From an optimization exercise on the open Yosys and OpenROAD flow, aimed at small area and a short achievable clock period; shortcuts taken in it are not production practice.
At most, simulation tests tie the RTL to the original design; equivalence was not proved.
Function not checked in run 2: the RTL went through the layout flow alone.
Power figures rest on the tool's default switching activity, not on a simulated workload.

## flow/design.v (module list and top-level ports; edited modules follow where they fit)
// module cmul: 1575 lines
// module fadd: 380 lines
// module conv3x3_fp32: 75 lines
module conv3x3_fp32(
    input         clk,
    input         resetn,
    input         valid_in,
    input  [31:0] data,
    input  [31:0] w1, w2, w3, w4, w5, w6, w7, w8, w9,
    output        valid_out,
    output [31:0] data_out
);
  // ...
==> flow/flow/run.sh <==
#!/bin/bash
set -euo pipefail
export BUFFER_PORTS_ARGS="-buffer_cell sky130_fd_sc_hd__buf_4"
bash standard.sh > standard_flow.log 2>&1
==> flow/standard.sh <==
#!/bin/bash
# synth_recipe.tcl (not shown) runs the flow's synth.tcl, then flattens the netlist and writes it again
# the make line also repeats each setting of config.mk as NAME=value (left out here)
make -C /OpenROAD-flow-scripts/flow DESIGN_CONFIG=/design/flow/config.mk WORK_HOME=/design/flow/orfs CLKGATE_MAP_FILE= SYNTH_SCRIPT=/design/flow/synth_recipe.tcl "${@:-finish}"
==> flow/config.mk <==
export PLATFORM = sky130hd
export DESIGN_NAME = conv3x3_fp32
export DESIGN_NICKNAME = conv3x3_fp32
export VERILOG_FILES = /design/flow/design.v
export SDC_FILE = /design/flow/constraint.sdc
export NUM_CORES = 8
export LEC_CHECK = 0
export CAP_MARGIN = 30
export CORE_MARGIN = 2
export CORE_UTILIZATION = 55
export SETUP_SLACK_MARGIN = 4.2
export SLEW_MARGIN = 20
==> flow/constraint.sdc <==
create_clock -name core_clock -period 8.0 [get_ports {clk}]
set_input_delay 1.6000 -clock core_clock [delete_from_list [all_inputs] [get_ports {clk}]]
set_output_delay 1.6000 -clock core_clock [all_outputs]
set_load 0.01 [all_outputs]
==> impl_metrics.yaml, run 1 <==
route:
  drc: 0
  drt_wl_total_um: 807000
  top_layer: "met5"
  drtPass1Iterations: 8
layout:
  mostFrequentLayoutCells: "4554 x dfxtp_1, 2683 x inv_1, 2194 x xnor2_1, 1895 x a22oi_1, 1708 x fa_1"
  n_all_inverters: 3039
  num-multi-input-gates: 17300
  multiInputGateArea_um2: 168000
  regArea_um2: 119000
  mostFrequentLayoutCell: "dfxtp_1"
worst_setup_path:
  endpoint_kind: "flop"
  slowest_stage: "fa_2"
  endpoint: "u_m5.t2_hb[17]"
  path_common_cell: "fa_2"
logic_synthesis:
  synth-simple-area-share_pct: 5.31
  synthMuxAreaShare_pct: 4.12
  synth_flop_cell: "dfxtp_1"
  yosysUniqueCellTypes: 110
  synth_top_cells_by_count: "4572 x dfxtp_1, 2958 x inv_1, 2319 x fa_1"
power:
  pg_comb_mw: 73.4
die:
  fp-row-count: 270
  nWellTaps: 7208
  pin_count: 356
run_status:
  status: "timing/DRC/antenna clean"
cts:
  holdBufCountCts: 0
  cts_buffer_depth: 4
timing:
  fin_setup_tns_ns: 0
  hold_viol_final: 0
grt:
  grt_pass1_wl_um: 1240000
==> module conv3x3_fp32, before the edit <==
module conv3x3_fp32(
    input         clk,
    input         resetn,
    input         valid_in,
    input  [31:0] data,
    input  [31:0] w1, w2, w3, w4, w5, w6, w7, w8, w9,
    output        valid_out,
    output [31:0] data_out
);
  reg [3:0] col, row;
  always @(posedge clk or negedge resetn) begin
    if (!resetn) begin col <= 4'd0; row <= 4'd0; end
    else if (valid_in) begin
      if (col == 4'd13) begin col <= 4'd0; row <= (row == 4'd13) ? 4'd0 : row + 4'd1; end
      else col <= col + 4'd1;
    end
  end
  wire win = valid_in & (row >= 4'd2) & (col >= 4'd2);
  reg [20:0] vp;
  always @(posedge clk or negedge resetn) begin
    if (!resetn) vp <= 21'd0;
    else vp <= {vp[19:0], win};
  end
  assign valid_out = vp[20];
  wire [4:0] de = (data[30:23] == 8'd0) ? 5'd0 : data[27:23] + 5'd17;
  wire [28:0] din = {data[31], de, data[22:0]};
  reg [28:0] lb [1:31];
  integer k;
  always @(posedge clk) if (valid_in) begin
    lb[1] <= din;
    for (k = 2; k <= 31; k = k + 1) lb[k] <= lb[k-1];
  end
  wire [22:0] wm1 = w1[22:0];
  wire [22:0] wm2 = w2[22:0];
  wire [22:0] wm3 = w3[22:0];
  wire [22:0] wm4 = w4[22:0];
  wire [22:0] wm5 = w5[22:0];
  wire [22:0] wm6 = w6[22:0];
  wire [22:0] wm7 = w7[22:0];
  wire [22:0] wm8 = w8[22:0];
  wire [22:0] wm9 = w9[22:0];
  reg [28:0] p1d [1:12];
  always @(posedge clk) begin
    p1d[1] <= lb[31];
    for (k = 2; k <= 12; k = k + 1) p1d[k] <= p1d[k-1];
  end
  wire [31:0] P1;
  cmul u_m1(.clk(clk), .xm(p1d[12][22:0]), .xe(p1d[12][27:23]), .xs(p1d[12][28]), .wm(wm1), .we(w1[30:23]), .ws(w1[31]), .p(P1));
  wire [31:0] P2;
  cmul u_m2(.clk(clk), .xm(lb[30][22:0]), .xe(lb[30][27:23]), .xs(lb[30][28]), .wm(wm2), .we(w2[30:23]), .ws(w2[31]), .p(P2));
  wire [31:0] P3;
  cmul u_m3(.clk(clk), .xm(lb[29][22:0]), .xe(lb[29][27:23]), .xs(lb[29][28]), .wm(wm3), .we(w3[30:23]), .ws(w3[31]), .p(P3));
  wire [31:0] P4;
  cmul u_m4(.clk(clk), .xm(lb[17][22:0]), .xe(lb[17][27:23]), .xs(lb[17][28]), .wm(wm4), .we(w4[30:23]), .ws(w4[31]), .p(P4));
  wire [31:0] P5;
  cmul u_m5(.clk(clk), .xm(lb[16][22:0]), .xe(lb[16][27:23]), .xs(lb[16][28]), .wm(wm5), .we(w5[30:23]), .ws(w5[31]), .p(P5));
  wire [31:0] P6;
  cmul u_m6(.clk(clk), .xm(lb[15][22:0]), .xe(lb[15][27:23]), .xs(lb[15][28]), .wm(wm6), .we(w6[30:23]), .ws(w6[31]), .p(P6));
  wire [31:0] P7;
  cmul u_m7(.clk(clk), .xm(lb[3][22:0]), .xe(lb[3][27:23]), .xs(lb[3][28]), .wm(wm7), .we(w7[30:23]), .ws(w7[31]), .p(P7));
  wire [31:0] P8;
  cmul u_m8(.clk(clk), .xm(lb[2][22:0]), .xe(lb[2][27:23]), .xs(lb[2][28]), .wm(wm8), .we(w8[30:23]), .ws(w8[31]), .p(P8));
  wire [31:0] P9;
  cmul u_m9(.clk(clk), .xm(lb[1][22:0]), .xe(lb[1][27:23]), .xs(lb[1][28]), .wm(wm9), .we(w9[30:23]), .ws(w9[31]), .p(P9));
  wire [31:0] s98, s76, s54, s32, s9876, s5432, s8, y;
  fadd a0(.clk(clk), .a(P9), .b(P8), .y(s98));
  fadd a1(.clk(clk), .a(P7), .b(P6), .y(s76));
  fadd a2(.clk(clk), .a(P5), .b(P4), .y(s54));
  fadd a3(.clk(clk), .a(P3), .b(P2), .y(s32));
  fadd a4(.clk(clk), .a(s98), .b(s76), .y(s9876));
  fadd a5(.clk(clk), .a(s54), .b(s32), .y(s5432));
  fadd a6(.clk(clk), .a(s5432), .b(s9876), .y(s8));
  fadd a7(.clk(clk), .a(s8), .b(P1), .y(y));
  assign data_out = y;
endmodule
==> run 2: changes to the inputs <==
--- a/flow/design.v
+++ b/flow/design.v
@@ -1561,21 +1561,19 @@
   wire hs_s18 = hs_p0_18 ^ (hs_g5_17 | (hs_p5_17 & t2_lc));
   wire hs_s19 = hs_p0_19 ^ (hs_g5_18 | (hs_p5_18 & t2_lc));
   wire hs_s20 = hs_p0_20 ^ (hs_g5_19 | (hs_p5_19 & t2_lc));
   wire hs_s21 = hs_p0_21 ^ (hs_g5_20 | (hs_p5_20 & t2_lc));
   wire hs_s22 = hs_p0_22 ^ (hs_g5_21 | (hs_p5_21 & t2_lc));
   wire hs_s23 = hs_p0_23 ^ (hs_g5_22 | (hs_p5_22 & t2_lc));
   wire hs_s24 = hs_p0_24 ^ (hs_g5_23 | (hs_p5_23 & t2_lc));
   wire [24:0] hs = {hs_s24, hs_s23, hs_s22, hs_s21, hs_s20, hs_s19, hs_s18, hs_s17, hs_s16, hs_s15, hs_s14, hs_s13, hs_s12, hs_s11, hs_s10, hs_s9, hs_s8, hs_s7, hs_s6, hs_s5, hs_s4, hs_s3, hs_s2, hs_s1, hs_s0};
-  reg [24:0] hq; reg xs3; reg [4:0] xe3;
-  always @(posedge clk) begin hq <= hs; xs3 <= xs2; xe3 <= xe2; end
-  wire pz = (xe3 == 5'd0) | (we == 8'd0), ps = xs3 ^ ws;
-  wire [7:0] pe = {3'b0, xe3} + we - 8'd16;    
-  wire [31:0] pn = pz ? 32'd0 : hq[24] ? {ps, pe + 8'd1, hq[23:1]} : {ps, pe, hq[22:0]};
+  wire pz = (xe2 == 5'd0) | (we == 8'd0), ps = xs2 ^ ws;
+  wire [7:0] pe = {3'b0, xe2} + we - 8'd16;    
+  wire [31:0] pn = pz ? 32'd0 : hs[24] ? {ps, pe + 8'd1, hs[23:1]} : {ps, pe, hs[22:0]};
   always @(posedge clk) p <= pn;
 endmodule
 module fadd(input clk, input [31:0] a, input [31:0] b, output reg [31:0] y);
   wire [7:0] ea = a[30:23], eb = b[30:23];
   wire cmp_g0_0 = a[0] & ~b[0];
   wire cmp_p0_0 = a[0] ^ ~b[0];
   wire cmp_g0_1 = a[1] & ~b[1];
   wire cmp_p0_1 = a[1] ^ ~b[1];
@@ -1966,22 +1964,22 @@
   always @(posedge clk or negedge resetn) begin
     if (!resetn) begin col <= 4'd0; row <= 4'd0; end
     else if (valid_in) begin
       if (col == 4'd13) begin col <= 4'd0; row <= (row == 4'd13) ? 4'd0 : row + 4'd1; end
       else col <= col + 4'd1;
     end
   end
   wire win = valid_in & (row >= 4'd2) & (col >= 4'd2);
-  reg [20:0] vp;
+  reg [19:0] vp;
   always @(posedge clk or negedge resetn) begin
-    if (!resetn) vp <= 21'd0;
-    else vp <= {vp[19:0], win};
+    if (!resetn) vp <= 20'd0;
+    else vp <= {vp[18:0], win};
   end
-  assign valid_out = vp[20];
+  assign valid_out = vp[19];
   wire [4:0] de = (data[30:23] == 8'd0) ? 5'd0 : data[27:23] + 5'd17;
   wire [28:0] din = {data[31], de, data[22:0]};
   reg [28:0] lb [1:31];
   integer k;
   always @(posedge clk) if (valid_in) begin
     lb[1] <= din;
     for (k = 2; k <= 31; k = k + 1) lb[k] <= lb[k-1];
   end
==> run 2 against run 1 <==
Effect of this change:
- still clean
- area after synthesis shrank 1.0%
- maximum frequency grew 0.87%
- clock-buffer cell count shrank 40
- cell count grew 0.99%
- via count grew 1.9%
- critical path type unchanged
- largest power group unchanged
==> impl_metrics.yaml, run 2 <==
run_status:
  status: "timing/DRC/antenna clean"
logic_synthesis:
  ys_ff_latch: 5220
  synth_flop_cell: "dfxtp_1"
  syn_nets: 32300
  ys_warn_count: 7
  synth_top_cells_by_count: "4293 x dfxtp_1, 2920 x inv_1, 2319 x fa_1"
  syn_area_um2: 296000
  async_reset_ff_share_pct: 0.536
  syn-instance-count: 28100
  synth.most_common_cell: "dfxtp_1"
  synth_area_per_cell_um2: 10.6
  yosysUniqueCellTypes: 102
  yosysTopAreaCell: "dfxtp_1"
  synth-edff-count: 899
  synth.top_cell.area_share_pct: 29.0
  yosysSeqAreaShare_pct: 38.4
  yosys-top-cells-area: "dfxtp_1 29%, fa_1 16%, edfxtp_1 9.1%"
die:
  coreArea_um2: 536000
  fp-row-count: 269
  die_x_um: 738
  initial_core_util_pct: 55.2
  die_h_um: 738
  pin_count: 356
  die-area_um2: 544000
worst_setup_path:
  slowest_stage: "fa_2"
  crit_type: "primary input to flop"
  rrSetupSlack_ns: 4.29
  required_ns: 9.01
  worstSetupStartpoint: "w8[19]"
  crit_path_max_fanout: 6
  path_cells: "buf_4 -> or3_4 -> o21ai_4 -> clkbuf_16 -> buf_12 -> buf_4 -> a22oi_2 -> xor2_1 -> fa_2 -> inv_2 -> fa_1 -> fa_1 -> inv_1 -> fa_2"
  regToRegEndpoint: "u_m5.p[3]"
  r2r-start: "u_m5.t2_hb[17]"
  crit_arrival_ns: 4.80
  rr_worst_depth: 12
  endpoint_kind: "flop"
  endpoint: "u_m8.t2_hb[12]"
  start_kind: "primary input"
  cp_slowest_stage_delay_ns: 0.50
route:
  viasPerCell: 5.72
  drc: 0
  num_vias: 203000
  drt_wl_total_um: 804000
  drtPass1Iterations: 7
  wl_per_cell_um: 22.7
  dr.first_iter.drc_count: 15400
  ant_nets: 0
timing:
  timing.slew.headroom_pct: 25.5
  fin_crit_ns: 3.79
  min_period_over_period_pct: 47.3
  hold-worst-slack_ns: 0.273
  rsz0062_at_grt: "true"
  finalSetupViolCount: 0
  skew_ns: 0.0721
  tightest_slew_ns: 1.11
  fmax_ghz: 0.264
  drv_slew: 0
  fin_setup_tns_ns: 0
  hold_viol_final: 0
layout:
  drive_above_1_share_pct: 14.7
  mostFrequentLayoutCells: "4282 x dfxtp_1, 2643 x inv_1, 2154 x xnor2_1, 1866 x a22oi_1, 1730 x fa_1"
  mostFrequentLayoutCell: "dfxtp_1"
  largest_register_ff_count: 899
  reg_top3: "lb (899), p1d (348)"
  nets: 32000
  final_cell_area_um2: 334000
  area_growth_pct: 12.6
  regMostFlops: "lb"
  stdcell_count: 35400
grt:
  track_usage_pct: 29.0
  antenna_found_initial: 42
  first_global_vias: 209000
  overflow: 0
  grt_max_degree: 193
  grt_pass1_wl_um: 1230000
hold_path:
  hp-class: "flop to flop"
placement:
  dp.cells: 34100
  globalplace.congestion: 0.894
  place_hpwl_um: 562000
  portBuffers: 355
  dpl_cell_area_um2: 310000
cts:
  root_buffer: "clkbuf_16"
  insertion_delay_ns: 1.12
  cts_buffer_depth: 4
  cts.sinks: 5220
  cts_tree: "yes"
  clk_pin_slew_worst_paths_ns: 0.06
  h-tree-depth: 6
  numCtsBuffers: 573
power:
  p_per_area_nw_per_um2: 453
  peakVddDrop_mv: 0.306
  leakage_nw: 140
job:
  cap_violations: 0
[run 2: cell types whose count changed in the layout (fill, tap and decap cells not counted), sizes merged, moves of 44 or more]
cell	change
a211oi	+69
a21oi	+151
dfxtp	-279
mux2i	-226
nand2	+361
nand2b	+46
nand3	+54
nor2	-220
nor3	+65
o21ai	+165
or3	+44
xnor2	-49
[run 2: metrics by stage]
step	power (mW)	utilization (%)	setup slack, ns
after global placement	120	57.6	2.64
after global routing	165	62.2	4.06
after detailed placement	122	57.8	2.62
after floorplan	99.2	-	3.50
after CTS	151	61.7	4.11
final	151	62.2	4.21
[run 2: cell families after synthesis]
| family | after synthesis | share of synthesized area [%] |
|---|---|---|
| buffers and inverters | 4935 | 6.36 |
| AOI/OAI and AO/OA | 5731 | 13.2 |
| and+or+nand+nor | 4015 | 6.28 |
| muxes | 828 | 3.18 |
| adders and majority gates | 3938 | 22.5 |
| xor gates and xnor gates | 3405 | 10.1 |
| DFF | 5220 | 38.4 |
[run 2: worst min path at each step]
stage | from | endpoint | slack, ns | cells past startpoint
after floorplan | a0.ebq[0] | a0.eb2[0] | 0.31 | 0
after global placement | u_m6.xe1[4] | u_m6.xe2[4] | 0.31 | 0
after detailed placement | p1d[3][20] | p1d[4][20] | 0.31 | 0
after CTS | p1d[11][18] | p1d[12][18] | 0.29 | 0
after global routing | p1d[10][17] | p1d[11][17] | 0.28 | 0
final | p1d[11][18] | p1d[12][18] | 0.27 | 0
[run 2: power breakdown]
group	internal (mW)	switching, mW	total (mW)
registers	37.2	7.42	44.6
clock network	16.0	11.3	27.4
logic	34.2	44.9	79.1
[run 2: worst max-delay path: cells and delay by family]
family	cells	cell delay [ns]
compound gates	2	0.16
xor+xnor	1	0.20
fa+ha+maj	4	1.77
buf+inv	6	0.66
simple gates	1	0.38
[run 2: cell type report]
type	instances	area, um^2
clock buffers	766	16200
inverters	3010	11600
diodes	15	37.5
flip-flops and latches	5220	114000
fillers	44200	203000
repair buffers	968	8800
repair inverters	2	15.0
multi-input cells	17900	171000
well taps	7181	8980
clock inverters	287	3630
[run 2: timing repair]
item	in CTS	in global routing
pin swaps	34	53
hold buffers	0	0
setup endpoints to repair	618	592
cloned	21	18
setup buffers	26	130
resized for setup	124	220
[run 2: layer usage]
layer / share of wire, % / track usage, % / up-vias
li1: - / - / 93900
met1: 42 / 38.2 / 100000
met2: 47 / 48.1 / 6873
met3: 6.7 / 4.59 / 1692
met4: 4.0 / 11.1 / 24
met5: 0.021 / 0 / -

[what the ideal ports hide]
Ports are ideal in the flow. The routed layouts listed here were re-timed in OpenROAD. Step 1 sets driving cells, clkbuf_16 on the clock port and buf_2 on the other inputs (assumed; they add their load-dependent delay and slew). Step 2 adds t to the input delays and takes it off the output delays; t is the mean of the earliest and latest rising clock arrival at the registers after step 1. Input paths then give back, and output paths get back, about the clock's delay inside the block. a / b / c = no drivers / after step 1 / after step 2; a / b = the first two.
| run | t, ns | setup slack, ns | worst setup path after step 2 | latest minus earliest clock arrival (ns) |
|---|---|---|---|---|
| run 1 | 1.208 | 4.180 / 4.138 / 2.929 | input to register | 0.063 / 0.063 |
| run 2 | 1.209 | 4.213 / 4.189 / 2.980 | input to register | 0.095 / 0.095 |
After both steps setup and hold are still met in every run listed. For run 1, which loses most, drivers alone change the setup slack by -0.042 ns; drivers and shift together by -1.251 ns.
